From an optimization exercise on the open Yosys and OpenROAD flow, aimed at small area, a short achievable clock period and few clock cycles per item; shortcuts taken in it are not production practice.
Only simulation tests tie the RTL to the original design; equivalence was not proved.
No activity file was given, so power comes from the tool's default toggle rates.

**config.mk**
```make
export PLATFORM = sky130hd
export DESIGN_NAME = processor
export DESIGN_NICKNAME = processor
export VERILOG_FILES = /design/flow/design.v
export SDC_FILE = /design/flow/constraint.sdc
export NUM_CORES = 4
export LEC_CHECK = 0
export ABC_AREA = 1
export CAP_MARGIN = 20
export CORE_MARGIN = 2
export CORE_UTILIZATION = 40
export CTS_BUF_LIST = sky130_fd_sc_hd__clkbuf_4 sky130_fd_sc_hd__clkbuf_8
export SETUP_SLACK_MARGIN = 2.5
export SLEW_MARGIN = 20
```
**constraint.sdc**
```tcl
create_clock -name core_clock -period 10.0 [get_ports {Clock}]
set_input_delay 2.0000 -clock core_clock [delete_from_list [all_inputs] [get_ports {Clock}]]
set_output_delay 2.0000 -clock core_clock [all_outputs]
set_load 0.01 [all_outputs]
```
**design.v**
```verilog
module processor(
    input [15:0] DIN,
    input Resetn, Clock, Run,
    output reg Done,
    output reg [15:0] BusWires
    );
reg [127:0] rf;         
reg         pend;       
reg [2:0]   mvi_rx;     
wire [2:0] rx = DIN[12:10];
wire [2:0] ry = DIN[9:7];
wire is_mvi = ~DIN[14] & DIN[13];    
wire use_x  = ~pend & DIN[14];       
wire sub    = ~pend & DIN[13];       
reg [15:0] X, Y;
integer i;
always @(*) begin
    X = 16'd0;
    Y = DIN & {16{pend}};
    for (i = 0; i < 8; i = i + 1) begin
        X = X | (rf[16*i +: 16] & {16{use_x && rx == i}});
        Y = Y | (rf[16*i +: 16] & {16{!pend && ry == i}});
    end
end
always @(*) begin
    BusWires = X + (Y ^ {16{sub}}) + {15'd0, sub};
    Done = Resetn & (pend | (Run & ~is_mvi));
end
wire [2:0] wa = pend ? mvi_rx : rx;
always @(posedge Clock) begin
    if (!pend) mvi_rx <= rx;
    pend <= Resetn & ~pend & Run & is_mvi;
    for (i = 0; i < 8; i = i + 1)
        if (Done && wa == i) rf[16*i +: 16] <= BusWires;
end
endmodule
```
**flow/run.sh**
```bash
#!/bin/bash
# Standard ORFS layout, with the port buffers made from plain buffers
# (sky130_fd_sc_hd__buf_2) instead of the delay buffers buffer_ports picks.
set -euo pipefail
bash standard.sh BUFFER_PORTS_ARGS="-buffer_cell sky130_fd_sc_hd__buf_2" finish > orfs_make.log 2>&1
```
**standard.sh**
```bash
#!/bin/bash
# synth_recipe.tcl (not shown) runs the flow's synth.tcl, then flattens the netlist and writes it again
# the make line also repeats each setting of config.mk as NAME=value (left out here)
make -C /OpenROAD-flow-scripts/flow DESIGN_CONFIG=/design/flow/config.mk WORK_HOME=/design/flow/orfs CLKGATE_MAP_FILE= SYNTH_SCRIPT=/design/flow/synth_recipe.tcl "${@:-finish}"
```
==> flow_metrics.env, run 1 <==
export IMPL_synth_fa_ha_area_frac=0.0284
export IMPL_final_cell_mix="nand2_1 (131), edfxtp_1 (128), inv_1 (87)"
export IMPL_outcome="no timing/DRC/antenna violations"
export IMPL_ys_flop_type="edfxtp_1"
export IMPL_p_leak_nw=3.18
export IMPL_layout_drive_gt1_share=0.198
export IMPL_fin_tns_setup_ps=0
export IMPL_syn_nets=717
export IMPL_wl_per_cell_um=22.8
export IMPL_clock_sinks=132
export IMPL_die_h_um=135
export IMPL_synth_xor_area_share=0.0319
export IMPL_rsz0062_at_grt="yes"
export IMPL_syn2layout_area_growth_pct=16.3
export IMPL_post_route_min_period_ps=7370
export IMPL_crit_fanout=6
export IMPL_max_stage_delay_ps=360
export IMPL_final_hold_viol_count=0
export IMPL_reg2reg_slack_ps=5830
export IMPL_worstHoldPathCells=2
export IMPL_initial_utilization=0.411
export IMPL_p_comb_frac=0.233
export IMPL_slew_violations=0
export IMPL_io_buffers=35
export IMPL_clkLatencyLatePin_ps=460
export IMPL_gp_congestion=0.966
export IMPL_reg2reg_depth=19
export IMPL_critPathLaunchType="primary input"
export IMPL_synth_area_mux_share=0
export IMPL_dp_hpwl_um=14700
export IMPL_p_per_area_mw_per_mm2=184
export IMPL_placedCellCount=936
export IMPL_cts_buffers=17
export IMPL_drc=0
export IMPL_crit_buf_inv=6
export IMPL_final_common_cell="nand2_1"
export IMPL_placed_area_sq_mm=0.00736
export IMPL_reg2reg_from="pend"
export IMPL_track_usage=0.252
export IMPL_worstPathCellList="buf_2 -> inv_1 -> nand2_1 -> inv_1 -> nand2_1 -> clkinvlp_4 -> buf_4 -> a221oi_1 -> nand4_1 -> ha_1 -> a21oi_1 -> a21boi_2 -> o21ai_2 -> a21boi_2 -> o21ai_1 -> xor2_2 -> buf_2"
export IMPL_syn_area_sq_mm=0.00686
export IMPL_rows=47
export IMPL_maxCapViolations=0
export IMPL_fillers=1570
export IMPL_via_per_inst=5.90
export IMPL_slowest_stage="ha_1"
export IMPL_synth_edff_count=128
export IMPL_clkPwrFrac=0.295
export IMPL_p_sw_mw=0.445
export IMPL_p_int_mw=1.03
export IMPL_fin_crit_sh=0.737
export IMPL_async_flop_share=0
export IMPL_cp_arrival_ps=5370
export IMPL_ys_ff_latch=132
export IMPL_timing_rr_end="rf[44]"
export IMPL_grt_ovfl_total=0
export IMPL_cts_root_buf="clkbuf_8"
export IMPL_die_w_um=135
export IMPL_synth_compound_area_frac=0.133
export IMPL_grt_pass1_wl_um=33100
export IMPL_end_kind="output pin"
export IMPL_synth_top_family_by_area="simple AND/OR/NAND/NOR gates"
export IMPL_netlist_instances=683
export IMPL_synth_distinct_cells=44
export IMPL_grt_antenna_before_repair=2
export IMPL_die_area_sq_mm=0.0182
export IMPL_timing_slew_headroom=0.456
export IMPL_clock_skew_ps=12.1
export IMPL_hold_end="mvi_rx[2]"
export IMPL_p_seq_frac=0.472
export IMPL_core_area_sq_mm=0.0167
export IMPL_drt_first_iter_violations=762
export IMPL_grt_max_degree=18
export IMPL_timing_hold_ws_ps=476
export IMPL_yosys_area_share_simple=0.170
export IMPL_total_power_mw=1.47
export IMPL_ys_seq_area_frac=0.572
export IMPL_num_io_pins=36
export IMPL_sw_frac_of_total=0.303
export IMPL_ir_worst_vdd_mv=0.103
export IMPL_grt_pass1_vias=5677
export IMPL_vias=5827
export IMPL_first_pass_iters=5
export IMPL_tightest_slew_ps=810
export IMPL_design_area_sq_mm=0.00798
export IMPL_routed_wirelength_um=22500
export IMPL_worstSetupPathType="primary input to output pin"
export IMPL_path_clk_slew_ps=80
export IMPL_num_nets_final=787
export IMPL_yosysWarnings=1
export IMPL_htreeDepth=4
export IMPL_crit_family="compound AO/OA/AOI/OAI gates"
export IMPL_worstPathRequired_ps=8000
export IMPL_hp_class="flop to flop"
export IMPL_setup_violations=0
export IMPL_ant_nets=0
export IMPL_clockBufferDepth=2
export IMPL_fmax_ghz=0.136
export IMPL_cts_tree="built"
export IMPL_synth_area_per_cell_sq_um=10.0
export IMPL_holdCritStartpoint="mvi_rx[2]"
export IMPL_final_cells=987
what timing repair did:
item | 4_1_cts | 5_1_grt
buffers inserted | 2 | 16
resized for setup | 5 | 17
gates cloned | 0 | 0
setup endpoints to repair | 5 | 9
hold buffers | 0 | 0
pin swaps | 0 | 4
worst max-delay path by stage:
stage	from	endpoint	slack, ps	cells after the start
2_1_floorplan	DIN[8]	BusWires[12]	3410	15
3_3_place_gp	DIN[12]	BusWires[12]	2350	14
3_5_place_dp	DIN[14]	BusWires[12]	2210	18
4_1_cts	DIN[10]	BusWires[12]	2510	19
5_1_grt	DIN[11]	BusWires[15]	2420	18
6_report	DIN[10]	BusWires[12]	2630	17
power by group through the flow:
stage | Sequential (mW) | Combinational (mW) | Clock, mW
final | 0.695 | 0.342 | 0.434
after global routing | 0.696 | 0.375 | 0.464
after CTS | 0.695 | 0.311 | 0.442
after detailed placement | 0.707 | 0.307 | 0
after global placement | 0.707 | 0.300 | 0
after floorplan | 0.705 | 0.194 | 0
per-layer routing:
metal,vias up,GRT usage,part of all wire
met2,389,0.385,0.45
met3,68,0.0755,0.10
li1,2555,-,-
met4,2,0.113,0.031
met5,-,0,0.00044
met1,2813,0.331,0.41
Yosys cell counts (all sizes together), types with 2 or more instances:
| library cell | number | area [sq um] |
|---|---|---|
| a22oi | 10 | 75.1 |
| a21boi | 4 | 30.0 |
| o22ai | 21 | 131 |
| dfxtp | 4 | 80.1 |
| a21oi | 33 | 165 |
| clkbuf | 8 | 30.0 |
| nor3 | 3 | 15.0 |
| inv | 96 | 368 |
| edfxtp | 128 | 3840 |
| buf | 9 | 52.6 |
| xor2 | 22 | 193 |
| a221oi | 32 | 280 |
| xnor2 | 3 | 26.3 |
| o2111ai | 7 | 61.3 |
| o21ai | 18 | 90.1 |
| ha | 14 | 175 |
| a22o | 2 | 17.5 |
| nand3 | 32 | 173 |
| nand2 | 144 | 576 |
| nand4 | 11 | 68.8 |
| or2 | 2 | 12.5 |
| nor2 | 70 | 305 |
registers in the layout (all words and copies together), names as in the netlist:
name and cells:
rf 128, pend 1, mvi_rx 3
per-stage QoR:
stage | util | setup slack (ps)
final | 0.478 | 2630
after global routing | 0.478 | 2420
after CTS | 0.465 | 2510
after detailed placement | 0.441 | 2210
after global placement | 0.441 | 2350
after floorplan | - | 3410
layout make-up:
type | instances | area, sq um | area share
flip-flops and latches | 132 | 3920 | 0.492
clock buffers | 21 | 264 | 0.0331
diodes | 1 | 2.50 | 0.000314
inverters | 96 | 387 | 0.0485
multi-input cells | 438 | 2580 | 0.323
well taps | 220 | 275 | 0.0345
repair buffers | 68 | 435 | 0.0546
clock inverters | 11 | 111 | 0.0140
worst register-to-register path, cell delays in order (launching register included):
cell and delay [ps]:
dfxtp_1 320, buf_4 280, inv_8 130, nand2_4 100, inv_2 50, nand2_4 180, inv_1 260, a221oi_1 370
nand3_1 150, xor2_1 170, ha_1 370, a21oi_1 170, o21ai_2 100, a21boi_2 230, o21ai_2 120, a21boi_2 260
o21ai_1 140, xor2_2 230, buf_4 170, buf_4 130
cell families (layout without fill, tap and decap cells):
family / count (synthesis) / in the layout
AOI/OAI and AO/OA: 134 / 134
xor gates and xnor gates: 25 / 25
adders and majority gates: 15 / 15
buffers and inverters: 113 / 196
DFF: 132 / 132
other: 0 / 1
and+or+nand+nor: 264 / 264
Testbench counts, summed over its fixed seeds: cycles 9,996, items 8,000.
==> run 2: changes to the inputs <==
--- a/config.mk
+++ b/config.mk
@@ -10,5 +10,5 @@
 export CORE_MARGIN = 2
 export CORE_UTILIZATION = 40
 export CTS_BUF_LIST = sky130_fd_sc_hd__clkbuf_4 sky130_fd_sc_hd__clkbuf_8
-export SETUP_SLACK_MARGIN = 2.5
+export SETUP_SLACK_MARGIN = 3
 export SLEW_MARGIN = 20
==> run 2 against run 1 <==
  * Still clean
  * Register-to-register slack improved by 260 ps
  * Setup slack improved by 430 ps
  * Clock power about the same
  * Via count increased by 4.5%
  * Critical path type unchanged
  * Critical endpoint unchanged
==> flow_metrics.env, run 2 <==
export IMPL_outcome="no timing/DRC/antenna violations"
export IMPL_worstPathRequired_ps=8000
export IMPL_p_comb_frac=0.279
export IMPL_grt_pass1_vias=5765
export IMPL_via_per_inst=5.92
export IMPL_timing_rr_end="rf[108]"
export IMPL_p_leak_nw=3.44
export IMPL_cts_tree="built"
export IMPL_p_int_mw=1.08
export IMPL_syn_nets=717
export IMPL_reg2reg_slack_ps=6090
export IMPL_cp_arrival_ps=4940
export IMPL_end_kind="output pin"
export IMPL_clockBufferDepth=2
export IMPL_first_pass_iters=5
export IMPL_largest_register="rf"
export IMPL_p_seq_frac=0.444
export IMPL_final_common_cell="edfxtp_1"
export IMPL_synth_fa_ha_area_frac=0.0284
export IMPL_setup_violations=0
export IMPL_cts_root_buf="clkbuf_8"
export IMPL_async_flop_share=0
export IMPL_worstHoldPathCells=2
export IMPL_p_sw_mw=0.482
export IMPL_ir_worst_vdd_mv=0.109
export IMPL_synth_top_family_by_area="simple AND/OR/NAND/NOR gates"
export IMPL_core_area_sq_mm=0.0167
export IMPL_syn2layout_area_growth_pct=26.2
export IMPL_clock_skew_ps=11.6
export IMPL_max_stage_delay_ps=390
export IMPL_worstPathCellList="buf_2 -> inv_1 -> nand2_1 -> nor2_2 -> buf_8 -> clkinvlp_4 -> o22ai_1 -> a2111oi_2 -> nand2_1 -> xor2_2 -> fa_2 -> o21ai_2 -> a21boi_4 -> o21ai_4 -> a21boi_4 -> o21ai_2 -> xor2_2 -> buf_2"
export IMPL_maxCapViolations=0
export IMPL_clock_sinks=132
export IMPL_die_area_sq_mm=0.0182
export IMPL_clkLatencyLatePin_ps=460
export IMPL_yosysTopAreaCellShare=0.560
export IMPL_p_per_area_mw_per_mm2=181
export IMPL_total_power_mw=1.57
export IMPL_ys_seq_area_frac=0.572
export IMPL_crit_fanout=13
export IMPL_post_route_min_period_ps=6940
export IMPL_fmax_ghz=0.144
export IMPL_gp_congestion=0.966
export IMPL_timing_hold_ws_ps=476
export IMPL_synth_area_per_cell_sq_um=10.0
export IMPL_regArea_sq_mm=0.00392
export IMPL_rows=47
export IMPL_critPathLaunch="DIN[8]"
export IMPL_reg2reg_depth=18
export IMPL_synth_distinct_cells=44
export IMPL_wl_per_cell_um=22.8
export IMPL_slew_violations=0
export IMPL_grt_max_degree=18
export IMPL_yosys_top_cells_count="nand2_1 (134), edfxtp_1 (128), inv_1 (92)"
export IMPL_largest_register_ffs=128
export IMPL_timing_slew_headroom=0.522
export IMPL_holdCritStartpoint="mvi_rx[2]"
export IMPL_cts_buffers=17
export IMPL_syn_area_sq_mm=0.00686
export IMPL_fin_crit_sh=0.694
export IMPL_synth_area_leaders="edfxtp_1 (56%), nand2_1 (7.3%), inv_1 (5.0%)"
export IMPL_path_clk_slew_ps=80
export IMPL_grt_ovfl_total=0
export IMPL_hold_end="mvi_rx[2]"
export IMPL_num_nets_final=828
export IMPL_synth_area_mux_share=0
export IMPL_layout_drive_gt1_share=0.291
export IMPL_hp_class="flop to flop"
export IMPL_drt_first_iter_violations=852
export IMPL_initial_utilization=0.411
export IMPL_yosysWarnings=1
export IMPL_worstSetupPathType="primary input to output pin"
export IMPL_grt_busiest_layer="met2"
export IMPL_ys_ff_latch=132
export IMPL_dp_hpwl_um=14700
export IMPL_met2_usage=0.395
export IMPL_placedCellCount=936
export IMPL_sw_frac_of_total=0.308
export IMPL_clkPwrFrac=0.278
export IMPL_fin_util=0.519
export IMPL_htreeDepth=4
export IMPL_fin_tns_setup_ps=0
export IMPL_ant_nets=0
export IMPL_rsz0062_at_grt="yes"
export IMPL_use_met1=0.336
export IMPL_grt_antenna_before_repair=2
export IMPL_reg2reg_from="pend"
export IMPL_final_cell_mix="edfxtp_1 (128), nand2_1 (124), inv_1 (84)"
export IMPL_yosys_area_share_simple=0.170
export IMPL_synth_compound_area_frac=0.133
export IMPL_ys_flop_type="edfxtp_1"
export IMPL_drc=0
export IMPL_use_met3=0.0739
export IMPL_synth_xor_area_share=0.0319
export IMPL_die_h_um=135
export IMPL_final_cells=1028
export IMPL_reg_top3="rf: 128 flops, mvi_rx: 3 flops, pend: 1 flops"
export IMPL_tightest_slew_ps=717
export IMPL_vias=6090
export IMPL_yosysMostFrequentCell="nand2_1"
export IMPL_synth_top_area_cell="edfxtp_1"
export IMPL_track_usage=0.255
export IMPL_synth_edff_count=128
export IMPL_slowest_stage="fa_2"
export IMPL_netlist_instances=683
export IMPL_die_w_um=135
export IMPL_final_hold_viol_count=0
export IMPL_routed_wirelength_um=23400
export IMPL_io_buffers=35
export IMPL_critPathLaunchType="primary input"
export IMPL_grt_pass1_wl_um=33500
export IMPL_num_io_pins=36
export IMPL_fillers=1486
export IMPL_multi_input_area_sq_mm=0.00290
## run 2: cell counts after synthesis
Identical to the previous run, type by type.
## run 2: final cells by class
type                       count  share of cell area
sequential                   132               0.453
multi-input combinational    438               0.334
timing repair buffer         108              0.0906
inverter                      96              0.0458
tap                          220              0.0318
clock buffer                  21              0.0305
clock inverter                11              0.0129
timing repair inverter         1            0.000867
antenna                        1            0.000289
## run 2: timing repair
item / 4_1_cts / 5_1_grt
pin swaps: 5 / 22
hold endpoints to repair: 0 / 0
resized for setup: 25 / 63
endpoints found under the setup margin: 13 / 13
gates cloned: 0 / 1
buffers inserted: 20 / 38
hold buffers: 0 / 0
## run 2: logic make-up (layout without fill, tap and decap cells)
kind of cell             count (synthesis)  after routing
other                                    0              1
adder cells (fa/ha/maj)                 15             15
XOR/XNOR                                25             25
buffers and inverters                  113            237
AO/OA/AOI/OAI                          134            134
AND/OR/NAND/NOR                        264            264
flip-flops                             132            132
## run 2: metal layers
layer	routed length [um]	part of all wire	vias up
li1	-	-	2639
met1	9310	0.40	2902
met2	10600	0.45	466
met3	2720	0.12	81
met4	753	0.032	2
met5	10	0.00043	-
## run 2: worst max-delay path by stage
stage / to / slack (ps) / depth (start not counted)
2_1_floorplan: BusWires[12] / 3410 / 15
3_3_place_gp: BusWires[12] / 2350 / 14
3_5_place_dp: BusWires[12] / 2210 / 18
4_1_cts: BusWires[12] / 2880 / 17
5_1_grt: BusWires[12] / 2910 / 17
6_report: BusWires[12] / 3060 / 18
## run 2: stage by stage
stage | setup slack, ps | cell area (sq um)
2_1_floorplan | 3410 | 6860
3_3_place_gp | 2350 | 7360
3_5_place_dp | 2210 | 7360
4_1_cts | 2880 | 8000
5_1_grt | 2910 | 8660
6_report | 3060 | 8660
## run 2: critical path: cells and delay by family
family	cells	cell delay (ps)
AOI/OAI and AO/OA	7	1030
xor gates and xnor gates	2	320
adders and majority gates	1	390
buffers and inverters	5	820
and+or+nand+nor	3	360
## run 2: power groups by stage
stage | sequential [mW] | combinational (mW) | clock, mW
after global routing | 0.695 | 0.469 | 0.465
after CTS | 0.694 | 0.339 | 0.442
after global placement | 0.707 | 0.300 | 0
after floorplan | 0.705 | 0.194 | 0
final | 0.695 | 0.436 | 0.435
after detailed placement | 0.707 | 0.307 | 0
==> run 3: changes to the inputs <==
--- a/config.mk
+++ b/config.mk
@@ -5,10 +5,9 @@
 export SDC_FILE = /design/flow/constraint.sdc
 export NUM_CORES = 4
 export LEC_CHECK = 0
-export ABC_AREA = 1
 export CAP_MARGIN = 20
 export CORE_MARGIN = 2
 export CORE_UTILIZATION = 40
 export CTS_BUF_LIST = sky130_fd_sc_hd__clkbuf_4 sky130_fd_sc_hd__clkbuf_8
-export SETUP_SLACK_MARGIN = 3
+export SETUP_SLACK_MARGIN = 2
 export SLEW_MARGIN = 20
==> run 3 against run 2 <==
  * Clock power up 16%
  * Wire length down 14%
  * Power down 0.37%
  * Sequential share of layout area up 4.4 points
  * Sequential power about the same
  * Register-to-register slack worse by 590 ps
  * Die area down 2.8%
  * Critical path depth up 1
  * Global-route usage down 2.1 points
  * Largest power group unchanged
==> flow_metrics.env, run 3 <==
export IMPL_outcome="no timing/DRC/antenna violations"
export IMPL_synth_edff_count=128
export IMPL_reg2reg_from="pend"
export IMPL_wl_per_cell_um=24.7
export IMPL_yosys_top_cells_count="edfxtp_1 (128), a22oi_1 (83), nor2_1 (34)"
export IMPL_synth_area_per_cell_sq_um=13.0
export IMPL_post_route_min_period_ps=7800
export IMPL_end_kind="output pin"
export IMPL_synth_top_area_cell="edfxtp_1"
export IMPL_drt_first_iter_violations=711
export IMPL_hp_class="flop to flop"
export IMPL_final_cells=814
export IMPL_yosysWarnings=1
export IMPL_reg2reg_depth=17
export IMPL_crit_buf_inv=4
export IMPL_fin_crit_sh=0.780
export IMPL_hold_end="mvi_rx[2]"
export IMPL_tightest_slew_ps=755
export IMPL_async_flop_share=0
export IMPL_slowest_stage="fa_1"
export IMPL_worstPathRequired_ps=8000
export IMPL_final_hold_viol_count=0
export IMPL_final_cell_mix="edfxtp_1 (128), a22oi_1 (83), buf_4 (41)"
export IMPL_p_leak_nw=2.72
export IMPL_num_nets_final=615
export IMPL_die_h_um=133
export IMPL_final_common_cell="edfxtp_1"
export IMPL_critPathLaunchType="primary input"
export IMPL_design_area_sq_mm=0.00789
export IMPL_ys_seq_area_frac=0.589
export IMPL_slew_violations=0
export IMPL_clockBufferDepth=2
export IMPL_grt_max_degree=33
export IMPL_setup_ws_ps=2200
export IMPL_ys_flop_type="edfxtp_1"
export IMPL_cp_arrival_ps=5800
export IMPL_placed_area_sq_mm=0.00722
export IMPL_rsz0062_at_grt="yes"
export IMPL_syn_nets=547
export IMPL_reg_top3="rf: 128 flops, mvi_rx: 3 flops, pend: 1 flops"
export IMPL_routed_wirelength_um=20100
export IMPL_cts_buffers=17
export IMPL_hold_buffers=0
export IMPL_maxCapViolations=0
export IMPL_core_area_sq_mm=0.0164
export IMPL_track_usage=0.234
export IMPL_path_clk_slew_ps=70
export IMPL_max_stage_delay_ps=430
export IMPL_die_area_sq_mm=0.0177
export IMPL_placedCellCount=765
export IMPL_setup_violations=0
export IMPL_grt_pass1_vias=5084
export IMPL_timing_slew_headroom=0.494
export IMPL_largest_register="rf"
export IMPL_p_per_area_mw_per_mm2=198
export IMPL_gp_congestion=0.921
export IMPL_ir_worst_vdd_mv=0.114
export IMPL_vias=5104
export IMPL_timing_rr_end="rf[92]"
export IMPL_fmax_ghz=0.128
export IMPL_multi_input_area_sq_mm=0.00269
export IMPL_fin_tns_setup_ps=0
export IMPL_cts_tree="built"
export IMPL_netlist_instances=513
export IMPL_yosysMostFrequentCell="edfxtp_1"
export IMPL_diodes=0
export IMPL_ant_nets=0
export IMPL_die_w_um=133
export IMPL_largest_register_ffs=128
export IMPL_io_buffers=35
export IMPL_fillers=1432
export IMPL_clkLatencyLatePin_ps=450
export IMPL_layout_drive_gt1_share=0.269
export IMPL_grt_antenna_before_repair=0
export IMPL_reg2reg_slack_ps=5500
export IMPL_ys_ff_latch=132
export IMPL_drc=0
export IMPL_htreeDepth=4
export IMPL_clock_sinks=132
export IMPL_synth_area_leaders="edfxtp_1 (58%), a22oi_1 (9.4%), xnor2_1 (3.0%)"
export IMPL_clock_skew_ps=10.6
export IMPL_grt_pass1_wl_um=30300
export IMPL_initial_utilization=0.406
export IMPL_dp_hpwl_um=12700
export IMPL_syn_area_sq_mm=0.00666
export IMPL_grt_ovfl_total=0
export IMPL_crit_fanout=18
export IMPL_regArea_sq_mm=0.00392
export IMPL_path_common_cell="o21ai_0"
export IMPL_synth_distinct_cells=58
export IMPL_yosysTopAreaCellShare=0.577
export IMPL_holdCritStartpoint="mvi_rx[2]"
export IMPL_first_pass_iters=7
export IMPL_worstPathCellList="clkbuf_4 -> nand2b_1 -> nor3_2 -> buf_4 -> a222oi_1 -> nand3_1 -> nor2_1 -> xnor2_1 -> inv_1 -> fa_1 -> nor2b_1 -> o21ai_0 -> a21boi_0 -> o21ai_0 -> a21boi_2 -> o21ai_0 -> a21oi_2 -> xor2_2 -> buf_2"
export IMPL_place_ws_ps=1410
export IMPL_via_per_inst=6.27
export IMPL_crit_family="compound AO/OA/AOI/OAI gates"
export IMPL_worstSetupPathType="primary input to output pin"
export IMPL_cts_root_buf="clkbuf_8"
export IMPL_num_io_pins=36
export IMPL_syn2layout_area_growth_pct=18.4
export IMPL_worstHoldPathCells=1
export IMPL_rows=47
-- run 3: cell types whose count changed after synthesis, moves of 12 or more --
cell      previous run  this run
o22ai_1             21         0
nand3_1             31        15
clkbuf_1             8        20
a221oi_1            32        10
xnor2_1              3        23
nor2_1              59        34
a21oi_1             33         8
nand2_1            134        20
a22o_1               2        14
xor2_1              22         4
inv_1               92        13
a22oi_1             10        83
-- run 3: worst max path at each step --
stage | startpoint | end | slack [ps] | depth (start not counted)
floorplan | DIN[9] | BusWires[10] | 2450 | 17
global placement | DIN[7] | BusWires[10] | 1630 | 17
detailed placement | DIN[7] | BusWires[10] | 1410 | 19
CTS | DIN[9] | BusWires[14] | 2010 | 19
global route | DIN[9] | BusWires[14] | 1940 | 19
finish | DIN[9] | BusWires[14] | 2200 | 19
-- run 3: where the power goes --
| group | total [mW] | leakage [nW] | internal (mW) | switching (mW) |
|---|---|---|---|---|
| sequential | 0.698 | 1.19 | 0.691 | 0.00715 |
| clock | 0.506 | 0.223 | 0.305 | 0.201 |
| combinational | 0.356 | 1.31 | 0.138 | 0.217 |
| total | 1.56 | 2.72 | 1.13 | 0.425 |
-- run 3: per-stage QoR --
stage / hold slack [ps] / utilization / power [mW]
after floorplan: 458 / - / 0.909
after global routing: 516 / 0.481 / 1.63
after CTS: 494 / 0.474 / 1.53
after global placement: 467 / 0.440 / 1.01
after detailed placement: 474 / 0.440 / 1.02
final: 495 / 0.481 / 1.56
-- run 3: routing by layer --
metal	vias up	part of all wire	track usage
met5	-	0	0
met4	0	0.029	0.0956
met3	63	0.090	0.0575
met1	2499	0.42	0.316
li1	2209	-	-
met2	333	0.46	0.363
-- run 3: cell type report --
type                       count  share of cell area
sequential                   132               0.497
multi-input combinational    340               0.341
timing repair buffer          77              0.0644
tap                          220              0.0349
clock buffer                  21              0.0335
clock inverter                11              0.0232
inverter                      13             0.00619
-- run 3: repair_timing --
action | 4_1_cts | 5_1_grt
endpoints found under the setup margin | 6 | 7
resized for setup | 14 | 5
setup buffers | 4 | 13
pin swaps | 1 | 5
-- run 3: cells by family (layout without fill, tap and decap cells) --
logic type / count (synthesis) / count (layout) / synth area share
XOR/XNOR: 27 / 27 / 0.0355
flip-flops: 132 / 132 / 0.589
buffers and inverters: 41 / 122 / 0.0270
multiplexers: 10 / 10 / 0.0190
adder cells (fa/ha/maj): 15 / 15 / 0.0293
AO/OA/AOI/OAI: 163 / 163 / 0.194
AND/OR/NAND/NOR: 125 / 125 / 0.107
==> run 4: changes to the inputs <==
==> flow/run.sh (replaced) <==
#!/bin/bash
# Standard ORFS layout with two changes:
#  - port buffers are plain buffers (sky130_fd_sc_hd__buf_2), not delay buffers;
#  - clock tree from clkbuf_8 only, without dummy balancing loads.
set -euo pipefail
bash standard.sh \
  BUFFER_PORTS_ARGS="-buffer_cell sky130_fd_sc_hd__buf_2" \
  CTS_ARGS="-sink_clustering_enable -repair_clock_nets -dont_use_dummy_load -buf_list sky130_fd_sc_hd__clkbuf_8" \
  finish > orfs_make.log 2>&1
--- a/config.mk
+++ b/config.mk
@@ -8,6 +8,5 @@
 export CAP_MARGIN = 20
 export CORE_MARGIN = 2
 export CORE_UTILIZATION = 40
-export CTS_BUF_LIST = sky130_fd_sc_hd__clkbuf_4 sky130_fd_sc_hd__clkbuf_8
 export SETUP_SLACK_MARGIN = 2
 export SLEW_MARGIN = 20
==> run 4 against run 3 <==
  * Still clean on timing, DRC and antenna
  * First-iteration DRC count shrank 3.8%
  * Highest routed layer unchanged
  * Critical path depth is the same
  * Cell count down 1.7%
  * Critical path type unchanged
  * Design area decreased by 2.7%
  * Synthesized area stayed put
==> flow_metrics.env, run 4 <==
export IMPL_outcome="no timing/DRC/antenna violations"
export IMPL_largest_register_ffs=128
export IMPL_cp_arrival_ps=5810
export IMPL_end_kind="output pin"
export IMPL_cts_root_buf="clkbuf_8"
export IMPL_worstSetupPathType="primary input to output pin"
export IMPL_p_comb_frac=0.260
export IMPL_layout_drive_gt1_share=0.257
export IMPL_grt_antenna_before_repair=0
export IMPL_track_usage=0.231
export IMPL_worstHoldPathCells=1
export IMPL_die_h_um=133
export IMPL_final_common_cell="edfxtp_1"
export IMPL_rows=47
export IMPL_netlist_instances=513
export IMPL_fmax_ghz=0.128
export IMPL_reg2reg_depth=18
export IMPL_clock_skew_ps=21.8
export IMPL_clkPwrFrac=0.233
export IMPL_p_sw_mw=0.396
export IMPL_num_io_pins=36
export IMPL_die_w_um=133
export IMPL_yosysWarnings=1
export IMPL_reg_top3="rf: 128 flops, mvi_rx: 3 flops, pend: 1 flops"
export IMPL_p_leak_nw=2.62
export IMPL_maxCapViolations=0
export IMPL_initial_utilization=0.406
export IMPL_timing_rr_end="rf[90]"
export IMPL_first_pass_iters=8
export IMPL_ys_seq_area_frac=0.589
export IMPL_dp_hpwl_um=12700
export IMPL_regArea_sq_mm=0.00392
export IMPL_via_per_inst=6.39
export IMPL_yosysMostFrequentCell="edfxtp_1"
export IMPL_cts_tree="built"
export IMPL_num_nets_final=616
export IMPL_yosys_top_cells_count="edfxtp_1 (128), a22oi_1 (83), nor2_1 (34)"
export IMPL_clkLatencyLatePin_ps=450
export IMPL_multi_input_area_sq_mm=0.00269
export IMPL_clock_sinks=132
export IMPL_final_hold_viol_count=0
export IMPL_syn2layout_area_growth_pct=15.3
export IMPL_ir_worst_vdd_mv=0.110
export IMPL_syn_area_sq_mm=0.00666
export IMPL_largest_register="rf"
export IMPL_synth_top_area_cell="edfxtp_1"
export IMPL_gp_congestion=0.921
export IMPL_slew_violations=0
export IMPL_hp_class="flop to flop"
export IMPL_synth_distinct_cells=58
export IMPL_drt_first_iter_violations=684
export IMPL_wl_per_cell_um=24.9
export IMPL_cts_buffers=17
export IMPL_path_clk_slew_ps=50
export IMPL_fin_crit_sh=0.781
export IMPL_htreeDepth=4
export IMPL_holdCritStartpoint="mvi_rx[2]"
export IMPL_synth_area_per_cell_sq_um=13.0
export IMPL_synth_area_leaders="edfxtp_1 (58%), a22oi_1 (9.4%), xnor2_1 (3.0%)"
export IMPL_fin_util=0.468
export IMPL_diodes=0
export IMPL_ant_nets=0
export IMPL_ys_ff_latch=132
export IMPL_p_int_mw=0.981
export IMPL_core_area_sq_mm=0.0164
export IMPL_sw_frac_of_total=0.288
export IMPL_tightest_slew_ps=748
export IMPL_synth_edff_count=128
export IMPL_yosysTopAreaCellShare=0.577
export IMPL_syn_nets=547
export IMPL_timing_slew_headroom=0.499
export IMPL_drc=0
export IMPL_ys_flop_type="edfxtp_1"
export IMPL_rsz0062_at_grt="yes"
export IMPL_timing_hold_ws_ps=489
export IMPL_vias=5111
export IMPL_routed_wirelength_um=19900
export IMPL_grt_pass1_vias=4999
export IMPL_fin_tns_setup_ps=0
export IMPL_hold_end="mvi_rx[2]"
export IMPL_clockBufferDepth=2
export IMPL_io_buffers=35
export IMPL_post_route_min_period_ps=7810
export IMPL_grt_max_degree=33
export IMPL_die_area_sq_mm=0.0177
export IMPL_grt_pass1_wl_um=30000
export IMPL_crit_fanout=18
export IMPL_reg2reg_from="pend"
export IMPL_setup_violations=0
export IMPL_p_seq_frac=0.507
export IMPL_grt_ovfl_total=0
export IMPL_fillers=1455
export IMPL_async_flop_share=0
export IMPL_p_per_area_mw_per_mm2=179
export IMPL_worstPathRequired_ps=8000
export IMPL_final_cell_mix="edfxtp_1 (128), a22oi_1 (83), buf_4 (43)"
export IMPL_critPathLaunchType="primary input"
export IMPL_reg2reg_slack_ps=5520
run 4: critical path, cell delays in order:
cell	delay, ps
clkbuf_4	270
nand2b_2	210
nor3_2	50
buf_4	240
a222oi_1	360
nand3_1	130
nor2_1	150
xnor2_1	160
inv_1	90
fa_1	430
nor2b_1	130
o21ai_0	100
a21boi_0	250
o21ai_0	170
a21boi_2	230
o21ai_0	130
a21oi_2	210
xor2_2	300
buf_2	200
run 4: cell families after synthesis:
logic type | count (synthesis) | share of synthesized area
buffers and inverters | 41 | 0.0270
DFF | 132 | 0.589
muxes | 10 | 0.0190
xor gates and xnor gates | 27 | 0.0355
adders and majority gates | 15 | 0.0293
AOI/OAI and AO/OA | 163 | 0.194
and+or+nand+nor | 125 | 0.107
run 4: what timing repair did:
action,CTS,global route
buffers inserted,4,14
pin swaps,1,5
hold buffers,0,0
endpoints found under the setup margin,6,7
gates resized for setup,14,7
run 4: final cells by class:
class                           count  share of cell area
Clock buffer                       17              0.0305
Inverter                           13             0.00635
Multi-Input combinational cell    340               0.351
Sequential cell                   132               0.511
Tap cell                          220              0.0358
Timing Repair Buffer               78              0.0655
run 4: worst max-delay path by stage:
stage                   endpoint    from  slack, ps  cells after the start
floorplan           BusWires[10]  DIN[9]       2450                     17
global placement    BusWires[10]  DIN[7]       1630                     17
detailed placement  BusWires[10]  DIN[7]       1410                     19
CTS                 BusWires[14]  DIN[9]       2010                     19
global route        BusWires[14]  DIN[9]       1930                     19
finish              BusWires[14]  DIN[9]       2190                     19
run 4: power groups by stage:
stage          sequential, mW  combinational, mW  clock, mW
6_report                0.699              0.358      0.320
4_1_cts                 0.698              0.319      0.327
5_1_grt                 0.699              0.392      0.349
3_3_place_gp            0.710              0.300          0
2_1_floorplan           0.707              0.201          0
3_5_place_dp            0.710              0.307          0
run 4: metrics by stage:
stage                     total power, mW  instances  setup slack, ps  area, sq um
final                                1.38        800             2190         7680
after global routing                 1.44        800             1930         7680
after CTS                            1.34        786             2010         7550
after detailed placement             1.02        765             1410         7220
after global placement               1.01        765             1630         7220
after floorplan                     0.909        513             2450         6660
run 4: metal layers:
metal / routed length [um] / up-vias / global-route usage
li1: - / 2190 / -
met1: 8380 / 2546 / 0.314
met2: 9240 / 323 / 0.362
met3: 1760 / 52 / 0.0567
met4: 536 / 0 / 0.0830
met5: 0 / - / 0
==> run 5: changes to the inputs <==
==> flow/run.sh (replaced) <==
#!/bin/bash
# Standard ORFS layout with these changes:
#  - port buffers are plain buffers (sky130_fd_sc_hd__buf_2), not delay buffers;
#  - clock tree from clkbuf_8 only, without dummy balancing loads;
#  - setup repair limited to the moves: unbuffer,sizeup,swap
set -euo pipefail
bash standard.sh \
  BUFFER_PORTS_ARGS="-buffer_cell sky130_fd_sc_hd__buf_2" \
  CTS_ARGS="-sink_clustering_enable -repair_clock_nets -dont_use_dummy_load -buf_list sky130_fd_sc_hd__clkbuf_8" \
  SETUP_MOVE_SEQUENCE="unbuffer,sizeup,swap" \
  finish > orfs_make.log 2>&1
--- a/config.mk
+++ b/config.mk
@@ -8,5 +8,5 @@
 export CAP_MARGIN = 20
 export CORE_MARGIN = 2
 export CORE_UTILIZATION = 40
-export SETUP_SLACK_MARGIN = 2
+export SETUP_SLACK_MARGIN = 4
 export SLEW_MARGIN = 20
==> run 5 against run 4 <==
  * Register-to-register slack got worse by 80 ps
  * Synthesized cell count unchanged
  * Still clean
  * Non-clock buffer count is 24 lower
  * Critical path type unchanged
  * Synthesized area is the same
  * Flip-flop and latch count unchanged
  * Power grew 3.7%
  * Combinational power is 11% higher
  * Design area increased by 2.9%
  * Cell count shrank 3.0%
==> flow_metrics.env, run 5 <==
export IMPL_outcome="no timing/DRC/antenna violations"
export IMPL_async_flop_share=0
export IMPL_wl_per_cell_um=26.6
export IMPL_io_buffers=35
export IMPL_num_nets_final=592
export IMPL_core_area_sq_mm=0.0164
export IMPL_fin_tns_setup_ps=0
export IMPL_rsz0062_at_grt="yes"
export IMPL_ys_ff_latch=132
export IMPL_hp_class="flop to flop"
export IMPL_tightest_slew_ps=1040
export IMPL_synth_top_area_cell="edfxtp_1"
export IMPL_netlist_instances=513
export IMPL_grt_pass1_wl_um=30600
export IMPL_syn_nets=547
export IMPL_die_area_sq_mm=0.0177
export IMPL_p_int_mw=1.00
export IMPL_clock_skew_ps=33.4
export IMPL_drt_first_iter_violations=785
export IMPL_grt_pass1_vias=4963
export IMPL_syn_area_sq_mm=0.00666
export IMPL_initial_utilization=0.406
export IMPL_ant_nets=0
export IMPL_yosysWarnings=1
export IMPL_path_clk_slew_ps=50
export IMPL_p_seq_frac=0.490
export IMPL_via_per_inst=6.39
export IMPL_met2_usage=0.371
export IMPL_num_io_pins=36
export IMPL_fmax_ghz=0.128
export IMPL_syn2layout_area_growth_pct=18.7
export IMPL_yosysTopAreaCellShare=0.577
export IMPL_placed_area_sq_mm=0.00735
export IMPL_fin_crit_sh=0.784
export IMPL_vias=4960
export IMPL_die_w_um=133
export IMPL_final_common_cell="edfxtp_1"
export IMPL_gp_congestion=0.921
export IMPL_ir_worst_vdd_mv=0.110
export IMPL_final_cell_mix="edfxtp_1 (128), a22oi_1 (82), buf_2 (24)"
export IMPL_worstPathRequired_ps=8000
export IMPL_synth_area_leaders="edfxtp_1 (58%), a22oi_1 (9.4%), xnor2_1 (3.0%)"
export IMPL_grt_busiest_layer="met2"
export IMPL_cp_arrival_ps=5840
export IMPL_grt_antenna_before_repair=0
export IMPL_use_met3=0.0751
export IMPL_htreeDepth=4
export IMPL_clock_sinks=132
export IMPL_cts_tree="built"
export IMPL_p_per_area_mw_per_mm2=181
export IMPL_layout_drive_gt1_share=0.288
export IMPL_diodes=0
export IMPL_ys_seq_area_frac=0.589
export IMPL_setup_violations=0
export IMPL_p_comb_frac=0.280
export IMPL_track_usage=0.239
export IMPL_routed_wirelength_um=20600
export IMPL_dp_hpwl_um=12800
export IMPL_sw_frac_of_total=0.299
export IMPL_synth_edff_count=128
export IMPL_synth_distinct_cells=58
export IMPL_maxCapViolations=0
export IMPL_use_met1=0.320
export IMPL_final_hold_viol_count=0
export IMPL_end_kind="output pin"
export IMPL_critPathLaunchType="primary input"
export IMPL_p_sw_mw=0.427
export IMPL_slew_violations=0
export IMPL_drc=0
export IMPL_rows=47
export IMPL_clkPwrFrac=0.230
export IMPL_grt_max_degree=34
export IMPL_design_area_sq_mm=0.00790
export IMPL_yosysMostFrequentCell="edfxtp_1"
export IMPL_hold_buffers=0
export IMPL_die_h_um=133
export IMPL_largest_register="rf"
export IMPL_worstSetupPathType="primary input to output pin"
export IMPL_crit_fanout=15
export IMPL_clkLatencyLatePin_ps=460
export IMPL_synth_area_per_cell_sq_um=13.0
export IMPL_ys_flop_type="edfxtp_1"
export IMPL_largest_register_ffs=128
export IMPL_cts_buffers=17
export IMPL_timing_slew_headroom=0.303
export IMPL_grt_ovfl_total=0
export IMPL_post_route_min_period_ps=7840
export IMPL_yosys_top_cells_count="edfxtp_1 (128), a22oi_1 (83), nor2_1 (34)"
export IMPL_p_leak_nw=2.62
export IMPL_first_pass_iters=6
export IMPL_clockBufferDepth=2
export IMPL_reg_top3="rf: 128 flops, mvi_rx: 3 flops, pend: 1 flops"
export IMPL_cts_root_buf="clkbuf_8"
## run 5: worst paths after layout
path	startpoint	end	slack, ps	cells after the start
max	DIN[10]	BusWires[12]	2160	16
min	mvi_rx[2]	mvi_rx[2]	480	1
max reg2reg	pend	rf[124]	5440	14
min reg2reg	mvi_rx[2]	mvi_rx[2]	480	1
## run 5: final cells by class
cell class / instances / area (sq um)
clock buffer: 17 / 234
fill: 1428 / 8500
inverter: 13 / 51.3
multi-input combinational: 340 / 3010
sequential: 132 / 3930
tap: 220 / 275
timing repair buffer: 54 / 407
## run 5: power groups by stage
| stage | clock network (mW) | registers (mW) | logic [mW] |
|---|---|---|---|
| after global placement | 0 | 0.711 | 0.325 |
| after global routing | 0.354 | 0.700 | 0.434 |
| after detailed placement | 0 | 0.711 | 0.329 |
| after CTS | 0.332 | 0.699 | 0.351 |
| after floorplan | 0 | 0.707 | 0.234 |
| final | 0.329 | 0.700 | 0.399 |
## run 5: layer usage
layer / wire length (um) / up-vias
met3: 2190 / 41
met5: 0 / -
li1: - / 2146
met4: 396 / 0
met2: 9570 / 320
met1: 8480 / 2453
## run 5: cells by family after synthesis
family | share of synthesized area
compound gates | 0.194
flops | 0.589
simple gates | 0.107
buf+inv | 0.0270
xor+xnor | 0.0355
fa+ha+maj | 0.0293
mux | 0.0190
## run 5: worst max-delay path, cell delays in order
cell and delay [ps]:
buf_8 110, or3b_4 450, nor3b_4 890, a22o_1 260, a221oi_2 40, nand3_1 170, ha_4 230, nor2b_2 160
o21ai_2 190, a21boi_2 110, o21ai_2 190, a21boi_4 110, or2_4 280, a21oi_2 250, xnor2_4 200, buf_2 190
## run 5: metrics by stage
step | std cells | util | power [mW] | hold WS, ps | setup WS (ps)
final | 776 | 0.482 | 1.43 | 485 | 2160
after global routing | 776 | 0.482 | 1.49 | 512 | 2070
after CTS | 776 | 0.471 | 1.38 | 486 | 2260
after detailed placement | 759 | 0.448 | 1.04 | 473 | 2070
after global placement | 759 | 0.448 | 1.04 | 468 | 2210
after floorplan | 513 | - | 0.941 | 458 | 3340
## run 5: timing repair
action                                  CTS  global route
cloned                                    0             0
gates resized for setup                  31            30
endpoints found under the setup margin   16            15
setup buffers                             0             0
pin swaps                                33            31
==> run 6: changes to the inputs <==
==> design.v (replaced) <==
module rdport8(
    input [127:0] rf,
    input [7:0] sel,
    output reg [15:0] q
    );
integer i;
always @(*) begin
    q = 16'd0;
    for (i = 0; i < 8; i = i + 1)
        q = q | (rf[16*i +: 16] & {16{sel[i]}});
end
endmodule
module rdport9(
    input [127:0] rf,
    input [7:0] sel,
    input [15:0] ext,
    input ext_sel,
    output reg [15:0] q
    );
integer i;
always @(*) begin
    q = ext & {16{ext_sel}};
    for (i = 0; i < 8; i = i + 1)
        q = q | (rf[16*i +: 16] & {16{sel[i]}});
end
endmodule
module addsub(
    input [15:0] a, b,
    input sub,
    output [15:0] s
    );
assign s = a + (b ^ {16{sub}}) + {15'd0, sub};
endmodule
module processor(
    input [15:0] DIN,
    input Resetn, Clock, Run,
    output reg Done,
    output [15:0] BusWires
    );
reg [127:0] rf;         
reg         pend;       
reg [2:0]   mvi_rx;     
wire [2:0] rx = DIN[12:10];
wire [2:0] ry = DIN[9:7];
wire is_mvi = ~DIN[14] & DIN[13];    
wire use_x  = ~pend & DIN[14];       
wire sub    = ~pend & DIN[13];       
reg [7:0] xsel, ysel;
integer i;
always @(*)
    for (i = 0; i < 8; i = i + 1) begin
        xsel[i] = use_x && rx == i;
        ysel[i] = !pend && ry == i;
    end
wire [15:0] X, Y;
rdport8 portx(.rf(rf), .sel(xsel), .q(X));
rdport9 porty(.rf(rf), .sel(ysel), .ext(DIN), .ext_sel(pend), .q(Y));
addsub alu(.a(X), .b(Y), .sub(sub), .s(BusWires));
always @(*)
    Done = Resetn & (pend | (Run & ~is_mvi));
wire [2:0] wa = pend ? mvi_rx : rx;
always @(posedge Clock) begin
    if (!pend) mvi_rx <= rx;
    pend <= Resetn & ~pend & Run & is_mvi;
    for (i = 0; i < 8; i = i + 1)
        if (Done && wa == i) rf[16*i +: 16] <= BusWires;
end
endmodule
--- a/config.mk
+++ b/config.mk
@@ -10,3 +10,4 @@
 export CORE_UTILIZATION = 40
 export SETUP_SLACK_MARGIN = 4
 export SLEW_MARGIN = 20
+export SYNTH_HIERARCHICAL = 1
==> run 6 against run 5 <==
  * Power increased by 1.7%
  * Sequential share of layout area decreased by 1.1 points
  * Clock-buffer cell count unchanged
  * Core utilization increased by 1.1 points
  * Wire length decreased by 0.64%
  * Die area about the same
  * Still clean
  * Critical path depth decreased by 1
  * Clock power decreased by 2%
  * First-iteration DRC count decreased by 4.3%
==> flow_metrics.env, run 6 <==
export IMPL_grt_ovfl_total=0
export IMPL_reg2reg_slack_ps=5890
export IMPL_grt_pass1_vias=5114
export IMPL_largest_register_ffs=128
export IMPL_vias=5000
export IMPL_synth_area_leaders="edfxtp_1 (58%), a22oi_1 (9.0%), xor2_1 (3.2%)"
export IMPL_wl_per_cell_um=27.2
export IMPL_rows=47
export IMPL_critPathLaunch="DIN[7]"
export IMPL_reg_top3="rf: 128 flops, mvi_rx: 3 flops, pend: 1 flops"
export IMPL_syn2layout_area_growth_pct=21.5
export IMPL_htreeDepth=4
export IMPL_final_cell_mix="edfxtp_1 (128), a22oi_1 (79), buf_2 (27)"
export IMPL_clockBufferDepth=2
export IMPL_diodes=0
export IMPL_ys_ff_latch=132
export IMPL_track_usage=0.237
export IMPL_core_area_sq_mm=0.0164
export IMPL_syn_area_sq_mm=0.00666
export IMPL_die_area_sq_mm=0.0177
export IMPL_fmax_ghz=0.141
export IMPL_setup_violations=0
export IMPL_ir_worst_vdd_mv=0.0947
export IMPL_num_io_pins=36
export IMPL_yosysTopAreaCellShare=0.577
export IMPL_critPathLaunchType="primary input"
export IMPL_timing_hold_ws_ps=503
export IMPL_crit_fanout=16
export IMPL_first_pass_iters=6
export IMPL_yosys_area_share_simple=0.0774
export IMPL_grt_antenna_before_repair=1
export IMPL_max_stage_delay_ps=520
export IMPL_total_power_mw=1.45
export IMPL_yosys_top_cells_count="edfxtp_1 (128), a22oi_1 (80), xor2_1 (24)"
export IMPL_cp_arrival_ps=5090
export IMPL_tightest_slew_ps=1020
export IMPL_num_nets_final=570
export IMPL_yosysWarnings=9
export IMPL_cts_tree="built"
export IMPL_timing_rr_end="rf[9]"
export IMPL_netlist_instances=493
export IMPL_path_common_cell="a21oi_4"
export IMPL_synth_fa_ha_area_frac=0.0312
export IMPL_ys_flop_type="edfxtp_1"
export IMPL_end_kind="output pin"
export IMPL_routed_wirelength_um=20500
export IMPL_fin_crit_sh=0.709
export IMPL_synth_compound_area_frac=0.208
export IMPL_hp_class="flop to flop"
export IMPL_final_hold_viol_count=0
export IMPL_reg2reg_depth=12
export IMPL_final_common_cell="edfxtp_1"
export IMPL_final_cells=753
export IMPL_fillers=1385
export IMPL_post_route_min_period_ps=7090
export IMPL_slew_violations=0
export IMPL_dp_hpwl_um=12400
export IMPL_synth_area_per_cell_sq_um=13.5
export IMPL_path_clk_slew_ps=60
export IMPL_worstPathCellList="buf_12 -> nand2b_4 -> nor2_4 -> a22o_4 -> a221oi_2 -> nand3_2 -> mux2i_4 -> inv_2 -> fa_2 -> a21oi_4 -> o21bai_4 -> a21oi_4 -> o31ai_4 -> xnor2_4 -> buf_2"
export IMPL_ant_nets=0
export IMPL_p_per_area_mw_per_mm2=180
export IMPL_rsz0062_at_grt="yes"
export IMPL_regArea_sq_mm=0.00393
export IMPL_die_h_um=133
export IMPL_largest_register="rf"
export IMPL_syn_nets=528
export IMPL_fin_tns_setup_ps=0
export IMPL_worstPathRequired_ps=8000
export IMPL_synth_area_mux_share=0.00432
export IMPL_drc=0
export IMPL_clock_skew_ps=27.5
export IMPL_p_leak_nw=2.58
export IMPL_async_flop_share=0
export IMPL_yosysMostFrequentCell="edfxtp_1"
export IMPL_reg2reg_from="pend"
export IMPL_worstSetupPathType="primary input to output pin"
export IMPL_worstHoldPathCells=1
export IMPL_ys_seq_area_frac=0.589
export IMPL_die_w_um=133
export IMPL_io_buffers=35
export IMPL_via_per_inst=6.64
export IMPL_gp_congestion=0.904
export IMPL_synth_top_family_by_area="compound AO/OA/AOI/OAI gates"
export IMPL_grt_pass1_wl_um=30600
export IMPL_grt_max_degree=39
export IMPL_synth_top_area_cell="edfxtp_1"
export IMPL_cts_buffers=17
export IMPL_initial_utilization=0.406
export IMPL_synth_xor_area_share=0.0408
export IMPL_slowest_stage="nor2_4"
export IMPL_outcome="no timing/DRC/antenna violations"
export IMPL_placedCellCount=736
export IMPL_cts_root_buf="clkbuf_8"
export IMPL_layout_drive_gt1_share=0.351
export IMPL_clock_sinks=132
export IMPL_clkLatencyLatePin_ps=460
export IMPL_multi_input_area_sq_mm=0.00319
export IMPL_synth_edff_count=128
export IMPL_endpoint="BusWires[12]"
export IMPL_synth_distinct_cells=49
export IMPL_timing_slew_headroom=0.320
export IMPL_maxCapViolations=0
export IMPL_drt_first_iter_violations=751
[run 6: cell types whose count changed in the layout (fill, tap and decap cells not counted), sizes merged, moves of 6 or more]
cell,change
xor2,+20
a21oi,+8
inv,-9
xnor2,-16
mux2i,-6
a31oi,-7
nor2,-13
a221oi,+6
a222oi,+8
nand2,-6
[run 6: Yosys stat by module, one instance, submodules excluded]
module,copies in the design,flip-flops and latches
rdport8,1,0
addsub,1,0
rdport9,1,0
processor,1,132
[run 6: layout make-up]
| type | instances | share of cell area |
|---|---|---|
| clock buffer | 17 | 0.0289 |
| inverter | 4 | 0.00186 |
| multi-input combinational | 322 | 0.395 |
| sequential | 132 | 0.485 |
| tap | 220 | 0.0340 |
| timing repair buffer | 58 | 0.0552 |
[run 6: layer usage]
layer / global-route usage / share of wire / wire length, um
met5: 0 / 0.0010 / 21
met4: 0.111 / 0.031 / 627
met3: 0.0762 / 0.097 / 1980
met2: 0.356 / 0.46 / 9360
met1: 0.312 / 0.41 / 8500
[run 6: what timing repair did]
action | 4_1_cts | 5_1_grt
resized for setup | 75 | 31
hold buffers | 0 | 0
setup endpoints to repair | 16 | 16
setup buffers | 0 | 0
pin swaps | 28 | 29
[run 6: logic make-up after synthesis]
logic type / count (synthesis)
XOR/XNOR: 31
multiplexers: 2
AO/OA/AOI/OAI: 173
flip-flops: 132
adder cells (fa/ha/maj): 16
buffers and inverters: 39
AND/OR/NAND/NOR: 100
[run 6: critical path, delay by kind of cell]
kind                       cells  cell delay (ps)
AOI/OAI and AO/OA              6              890
xor gates and xnor gates       1              290
adders and majority gates      1              380
buffers and inverters          3              370
muxes                          1              310
and+or+nand+nor                3              840
[run 6: power by group]
group          leakage (nW)  internal [mW]  switching [mW]
sequential             1.19          0.693         0.00960
clock                 0.122          0.149           0.173
combinational          1.27          0.166           0.263
[run 6: worst min path at each step]
| stage | from | endpoint | slack [ps] |
|---|---|---|---|
| 5_1_grt | mvi_rx[1] | mvi_rx[1] | 520 |
| 2_1_floorplan | mvi_rx[1] | mvi_rx[1] | 460 |
| 3_5_place_dp | mvi_rx[1] | mvi_rx[1] | 480 |
| 6_report | mvi_rx[1] | mvi_rx[1] | 500 |
| 4_1_cts | mvi_rx[1] | mvi_rx[1] | 500 |
| 3_3_place_gp | mvi_rx[1] | mvi_rx[1] | 470 |
[run 6: stage by stage]
step / utilization / worst slack [ps] / area (sq um)
final: 0.493 / 2910 / 8090
after global routing: 0.493 / 2820 / 8090
after CTS: 0.484 / 2750 / 7940
after detailed placement: 0.443 / 2300 / 7270
after global placement: 0.443 / 2350 / 7260
after floorplan: - / 3660 / 6910
Testbench counts of run 6, summed over its fixed seeds: cycles 9,996, items 8,000.
==> run 7: changes to the inputs <==
--- a/config.mk
+++ b/config.mk
@@ -8,6 +8,6 @@
 export CAP_MARGIN = 20
 export CORE_MARGIN = 2
 export CORE_UTILIZATION = 40
-export SETUP_SLACK_MARGIN = 4
+export SETUP_SLACK_MARGIN = 3
 export SLEW_MARGIN = 20
 export SYNTH_HIERARCHICAL = 1
==> run 7 against run 6 <==
  * Still clean on timing, DRC and antenna
  * Flip-flop and latch count is the same
  * Cell count grew 0.13%
  * Clock power is essentially flat
  * Worst hold slack lost 22 ps
  * Critical path type unchanged
  * Highest routed layer is now met4
==> flow_metrics.env, run 7 <==
export IMPL_outcome="no timing/DRC/antenna violations"
export IMPL_ys_flop_type="edfxtp_1"
export IMPL_hp_class="flop to flop"
export IMPL_largest_register_ffs=128
export IMPL_die_w_um=133
export IMPL_worst_path_stages=13
export IMPL_num_nets_final=571
export IMPL_end_kind="output pin"
export IMPL_setup_violations=0
export IMPL_critPathLaunchType="primary input"
export IMPL_initial_utilization=0.406
export IMPL_track_usage=0.235
export IMPL_clock_skew_ps=34.0
export IMPL_yosysWarnings=9
export IMPL_largest_register="rf"
export IMPL_synth_area_per_cell_sq_um=13.5
export IMPL_syn_area_sq_mm=0.00666
export IMPL_fin_util=0.485
export IMPL_ys_ff_latch=132
export IMPL_ant_nets=0
export IMPL_cts_buffers=17
export IMPL_vias=5022
export IMPL_grt_ovfl_total=0
export IMPL_max_stage_delay_ps=710
export IMPL_ys_seq_area_frac=0.589
export IMPL_p_per_area_mw_per_mm2=181
export IMPL_htreeDepth=4
export IMPL_final_cell_mix="edfxtp_1 (128), a22oi_1 (80), buf_2 (27)"
export IMPL_dp_hpwl_um=12700
export IMPL_clockBufferDepth=2
export IMPL_grt_pass1_wl_um=30300
export IMPL_syn2layout_area_growth_pct=19.5
export IMPL_layout_drive_gt1_share=0.326
export IMPL_die_area_sq_mm=0.0177
export IMPL_first_pass_iters=6
export IMPL_synth_area_leaders="edfxtp_1 (58%), a22oi_1 (9.0%), xor2_1 (3.2%)"
export IMPL_clkLatencyLatePin_ps=450
export IMPL_fin_crit_sh=0.731
export IMPL_synth_edff_count=128
export IMPL_reg_top3="rf: 128 flops, mvi_rx: 3 flops, pend: 1 flops"
export IMPL_p_comb_frac=0.292
export IMPL_path_clk_slew_ps=50
export IMPL_final_hold_viol_count=0
export IMPL_ir_worst_vdd_mv=0.109
export IMPL_maxCapViolations=0
export IMPL_yosys_top_cells_count="edfxtp_1 (128), a22oi_1 (80), xor2_1 (24)"
export IMPL_clkPwrFrac=0.223
export IMPL_wl_per_cell_um=27.3
export IMPL_cts_root_buf="clkbuf_8"
export IMPL_timing_hold_ws_ps=481
export IMPL_die_h_um=133
export IMPL_crit_family="simple AND/OR/NAND/NOR gates"
export IMPL_grt_pass1_vias=4933
export IMPL_worstSetupPathType="primary input to output pin"
export IMPL_drc=0
export IMPL_worstPathCellList="buf_12 -> nor4_4 -> buf_6 -> a222oi_1 -> nand3_1 -> xor2_2 -> ha_1 -> nand4_1 -> o22ai_4 -> o21bai_4 -> a311o_1 -> xnor2_4 -> buf_2"
export IMPL_diodes=0
export IMPL_slew_violations=0
export IMPL_crit_buf_inv=3
export IMPL_worstPathRequired_ps=8000
export IMPL_final_cells=754
export IMPL_yosysMostFrequentCell="edfxtp_1"
export IMPL_total_power_mw=1.44
export IMPL_crit_fanout=9
export IMPL_p_int_mw=1.00
export IMPL_core_area_sq_mm=0.0164
export IMPL_netlist_instances=493
export IMPL_p_seq_frac=0.485
export IMPL_placedCellCount=737
export IMPL_clock_sinks=132
export IMPL_async_flop_share=0
export IMPL_synth_distinct_cells=49
export IMPL_tightest_slew_ps=802
export IMPL_cp_arrival_ps=5310
export IMPL_fmax_ghz=0.137
export IMPL_grt_antenna_before_repair=0
export IMPL_p_leak_nw=2.55
export IMPL_post_cts_setup_buffers=0
export IMPL_final_common_cell="edfxtp_1"
export IMPL_io_buffers=35
export IMPL_sw_frac_of_total=0.308
export IMPL_grt_max_degree=39
export IMPL_gp_congestion=0.937
export IMPL_rows=47
export IMPL_synth_top_area_cell="edfxtp_1"
export IMPL_slowest_stage="nor4_4"
export IMPL_cts_tree="built"
export IMPL_routed_wirelength_um=20600
export IMPL_post_route_min_period_ps=7310
export IMPL_yosysTopAreaCellShare=0.577
export IMPL_num_io_pins=36
export IMPL_reg2reg_depth=14
export IMPL_via_per_inst=6.66
export IMPL_timing_slew_headroom=0.461
export IMPL_p_sw_mw=0.444
export IMPL_drt_first_iter_violations=733
export IMPL_rsz0062_at_grt="yes"
export IMPL_syn_nets=528
export IMPL_fin_tns_setup_ps=0
export IMPL_worstHoldPathCells=1
==> run 7: cell counts after synthesis <==
No cell type changed its count.
==> run 7: power by group through the flow <==
| stage | clock [mW] | sequential [mW] | combinational (mW) |
|---|---|---|---|
| finish | 0.322 | 0.700 | 0.422 |
| global route | 0.350 | 0.701 | 0.450 |
| CTS | 0.330 | 0.700 | 0.359 |
| detailed placement | 0 | 0.712 | 0.305 |
| global placement | 0 | 0.712 | 0.297 |
| floorplan | 0 | 0.710 | 0.199 |
==> run 7: kinds of logic after synthesis <==
kind of cell,share of synthesized area
AO/OA/AOI/OAI,0.208
XOR/XNOR,0.0408
flip-flops,0.589
buffers and inverters,0.0483
adder cells (fa/ha/maj),0.0312
AND/OR/NAND/NOR,0.0774
multiplexers,0.00432
==> run 7: modules after synthesis (local to each module, per instance) <==
module | area (sq um) | flops+latches | copies in the design | cells
processor | 4240 | 132 | 1 | 189
addsub | 860 | 0 | 1 | 115
rdport9 | 801 | 0 | 1 | 93
rdport8 | 758 | 0 | 1 | 96
==> run 7: through the flow <==
stage	cell area, sq um	worst slack [ps]
after CTS	7670	2810
after global routing	7950	2620
after detailed placement	7060	2000
after global placement	7050	2150
final	7950	2690
after floorplan	6660	3210
==> run 7: final timing paths <==
path / from / end / slack [ps]
max: DIN[9] / BusWires[9] / 2690
min: mvi_rx[1] / mvi_rx[1] / 480
max reg2reg: pend / rf[89] / 5980
min reg2reg: mvi_rx[1] / mvi_rx[1] / 480
==> run 7: metal layers <==
layer,global-route usage,wire length [um],vias to the layer above
met5,0,0,-
li1,-,-,2119
met4,0.0824,425,0
met2,0.365,9580,364
met3,0.0648,2250,46
met1,0.318,8300,2493
==> run 7: layout make-up <==
type | instances | area (sq um)
fillers | 1413 | 8450
flip-flops and latches | 132 | 3920
multi-input cells | 322 | 3050
repair buffers | 59 | 453
well taps | 220 | 275
clock buffers | 17 | 234
inverters | 4 | 15.0
==> run 7: worst register-to-register path: cells and delay by family (launching register included) <==
kind,cells,cell delay (ps)
adder cells (fa/ha/maj),1,340
flip-flops,1,310
AO/OA/AOI/OAI,5,1230
buffers and inverters,2,610
AND/OR/NAND/NOR,4,790
XOR/XNOR,2,540
==> run 7: repair_timing <==
item / 4_1_cts / 5_1_grt
pin swaps: 21 / 31
setup endpoints to repair: 14 / 14
gates resized for setup: 78 / 45
hold buffers: 0 / 0
==> run 8: changes to the inputs <==
--- a/config.mk
+++ b/config.mk
@@ -8,6 +8,6 @@
 export CAP_MARGIN = 20
 export CORE_MARGIN = 2
 export CORE_UTILIZATION = 40
-export SETUP_SLACK_MARGIN = 3
+export SETUP_SLACK_MARGIN = 3.5
 export SLEW_MARGIN = 20
 export SYNTH_HIERARCHICAL = 1
==> run 8 against run 7 <==
  * Die area did not move
  * Clock-buffer cell count unchanged
  * Sequential share of layout area decreased by 0.25 points
  * Flip-flop and latch count stayed put
  * Sequential power about the same
  * Worst hold slack improved by 4.6 ps
  * Critical endpoint is now BusWires[15]
  * Register-to-register slack lost 320 ps
  * Setup slack improved by 22 ps
  * Largest cell class unchanged
  * Largest power group unchanged
  * Via count rose by 0.60%
  * Clock skew fell by 9.9 ps
==> flow_metrics.env, run 8 <==
export IMPL_reg2reg_depth=15
export IMPL_die_w_um=133
export IMPL_maxCapViolations=0
export IMPL_largest_register="rf"
export IMPL_die_area_sq_mm=0.0177
export IMPL_regArea_sq_mm=0.00392
export IMPL_ys_seq_area_frac=0.589
export IMPL_vias=5052
export IMPL_drt_first_iter_violations=687
export IMPL_timing_rr_end="rf[46]"
export IMPL_placed_area_sq_mm=0.00712
export IMPL_total_power_mw=1.45
export IMPL_htreeDepth=4
export IMPL_synth_distinct_cells=49
export IMPL_num_io_pins=36
export IMPL_final_common_cell="edfxtp_1"
export IMPL_timing_slew_headroom=0.309
export IMPL_slowest_stage="nor3_4"
export IMPL_reg2reg_from="pend"
export IMPL_clkLatencyLatePin_ps=460
export IMPL_via_per_inst=6.70
export IMPL_syn_nets=528
export IMPL_worstSetupPathType="primary input to output pin"
export IMPL_p_sw_mw=0.442
export IMPL_setup_ws_ps=2710
export IMPL_clock_skew_ps=24.1
export IMPL_ant_nets=0
export IMPL_fin_util=0.487
export IMPL_worstPathRequired_ps=8000
export IMPL_core_area_sq_mm=0.0164
export IMPL_cts_root_buf="clkbuf_8"
export IMPL_p_seq_frac=0.485
export IMPL_p_comb_frac=0.295
export IMPL_syn2layout_area_growth_pct=20.1
export IMPL_clkPwrFrac=0.221
export IMPL_place_ws_ps=2190
export IMPL_ys_flop_type="edfxtp_1"
export IMPL_rsz0062_at_grt="yes"
export IMPL_path_clk_slew_ps=50
export IMPL_first_pass_iters=8
export IMPL_dp_hpwl_um=12600
export IMPL_ir_worst_vdd_mv=0.0883
export IMPL_wl_per_cell_um=27.1
export IMPL_final_cell_mix="edfxtp_1 (128), a22oi_1 (78), buf_2 (24)"
export IMPL_post_route_min_period_ps=7290
export IMPL_fin_crit_sh=0.729
export IMPL_final_cells=754
export IMPL_drc=0
export IMPL_largest_register_ffs=128
export IMPL_layout_drive_gt1_share=0.337
export IMPL_reg_top3="rf: 128 flops, mvi_rx: 3 flops, pend: 1 flops"
export IMPL_max_stage_delay_ps=790
export IMPL_reg2reg_slack_ps=5660
export IMPL_end_kind="output pin"
export IMPL_yosysWarnings=9
export IMPL_fmax_ghz=0.137
export IMPL_grt_ovfl_total=0
export IMPL_setup_violations=0
export IMPL_clock_sinks=132
export IMPL_clockBufferDepth=2
export IMPL_initial_utilization=0.406
export IMPL_tightest_slew_ps=1030
export IMPL_hold_buffers=0
export IMPL_final_hold_viol_count=0
export IMPL_routed_wirelength_um=20400
export IMPL_multi_input_area_sq_mm=0.00310
export IMPL_fillers=1365
export IMPL_yosysTopAreaCellShare=0.577
export IMPL_rows=47
export IMPL_track_usage=0.231
export IMPL_critPathLaunch="DIN[7]"
export IMPL_critPathLaunchType="primary input"
export IMPL_io_buffers=35
export IMPL_sw_frac_of_total=0.305
export IMPL_yosysMostFrequentCell="edfxtp_1"
export IMPL_timing_hold_ws_ps=486
export IMPL_hp_class="flop to flop"
export IMPL_fin_tns_setup_ps=0
export IMPL_synth_top_area_cell="edfxtp_1"
export IMPL_cts_tree="built"
export IMPL_synth_edff_count=128
export IMPL_worstHoldPathCells=1
export IMPL_outcome="no timing/DRC/antenna violations"
export IMPL_syn_area_sq_mm=0.00666
export IMPL_slew_violations=0
export IMPL_yosys_top_cells_count="edfxtp_1 (128), a22oi_1 (80), xor2_1 (24)"
export IMPL_p_int_mw=1.01
export IMPL_grt_antenna_before_repair=0
export IMPL_gp_congestion=0.956
export IMPL_diodes=0
export IMPL_p_per_area_mw_per_mm2=181
export IMPL_crit_fanout=16
export IMPL_num_nets_final=571
export IMPL_placedCellCount=737
export IMPL_synth_area_leaders="edfxtp_1 (58%), a22oi_1 (9.0%), xor2_1 (3.2%)"
export IMPL_design_area_sq_mm=0.00799
export IMPL_p_leak_nw=2.56
export IMPL_cts_buffers=17
export IMPL_die_h_um=133
export IMPL_async_flop_share=0
export IMPL_ys_ff_latch=132
export IMPL_worstPathCellList="buf_12 -> nand2b_4 -> nor3_4 -> a222oi_1 -> nand3_1 -> xor2_2 -> ha_4 -> nand3_2 -> o31ai_2 -> a31oi_4 -> o211ai_1 -> xnor2_2 -> buf_2"
[run 8: kinds of logic (layout without fill, tap and decap cells)]
| kind of cell | Yosys count | in the layout | synth area share |
|---|---|---|---|
| compound gates | 173 | 173 | 0.208 |
| xor+xnor | 31 | 31 | 0.0408 |
| fa+ha+maj | 16 | 16 | 0.0312 |
| buf+inv | 39 | 80 | 0.0483 |
| flops | 132 | 132 | 0.589 |
| mux | 2 | 2 | 0.00432 |
| simple gates | 100 | 100 | 0.0774 |
[run 8: timing repair]
item | CTS | global route
pin swaps | 28 | 29
setup buffers | 0 | 0
setup endpoints to repair | 15 | 15
gates cloned | 0 | 0
gates resized for setup | 75 | 40
[run 8: worst min-delay path by stage]
stage                     slack [ps]         to  startpoint
after floorplan                  460  mvi_rx[1]   mvi_rx[1]
after global placement           470  mvi_rx[1]   mvi_rx[1]
after detailed placement         470  mvi_rx[1]   mvi_rx[1]
after CTS                        480  mvi_rx[1]   mvi_rx[1]
after global routing             500  mvi_rx[1]   mvi_rx[1]
final                            490  mvi_rx[1]   mvi_rx[1]
[run 8: worst max-delay path, delay by kind of cell]
| kind | cells | cell delay (ps) |
|---|---|---|
| compound gates | 4 | 970 |
| fa+ha+maj | 1 | 370 |
| xor+xnor | 2 | 350 |
| buf+inv | 2 | 320 |
| simple gates | 4 | 1260 |
[run 8: cell type report]
class / instances / area share
clock buffers: 17 / 0.0293
inverters: 4 / 0.00188
multi-input cells: 322 / 0.388
repair buffers: 59 / 0.0556
flip-flops and latches: 132 / 0.491
well taps: 220 / 0.0344
[run 8: power groups by stage]
stage	registers, mW	logic, mW	clock network, mW
finish	0.702	0.426	0.319
global route	0.702	0.457	0.348
CTS	0.701	0.373	0.325
detailed placement	0.713	0.309	0
global placement	0.713	0.303	0
floorplan	0.710	0.210	0
[run 8: per-module statistics from Yosys, one instance, submodules excluded]
module	flip-flops and latches	cells inside
addsub	0	115
processor	132	189
rdport9	0	93
rdport8	0	96
[run 8: metal layers]
metal / vias to the layer above / part of all wire / GRT usage
met4: 0 / 0.033 / 0.0932
met5: - / 0 / 0
li1: 2119 / - / -
met3: 70 / 0.10 / 0.0559
met1: 2490 / 0.40 / 0.309
met2: 373 / 0.47 / 0.365
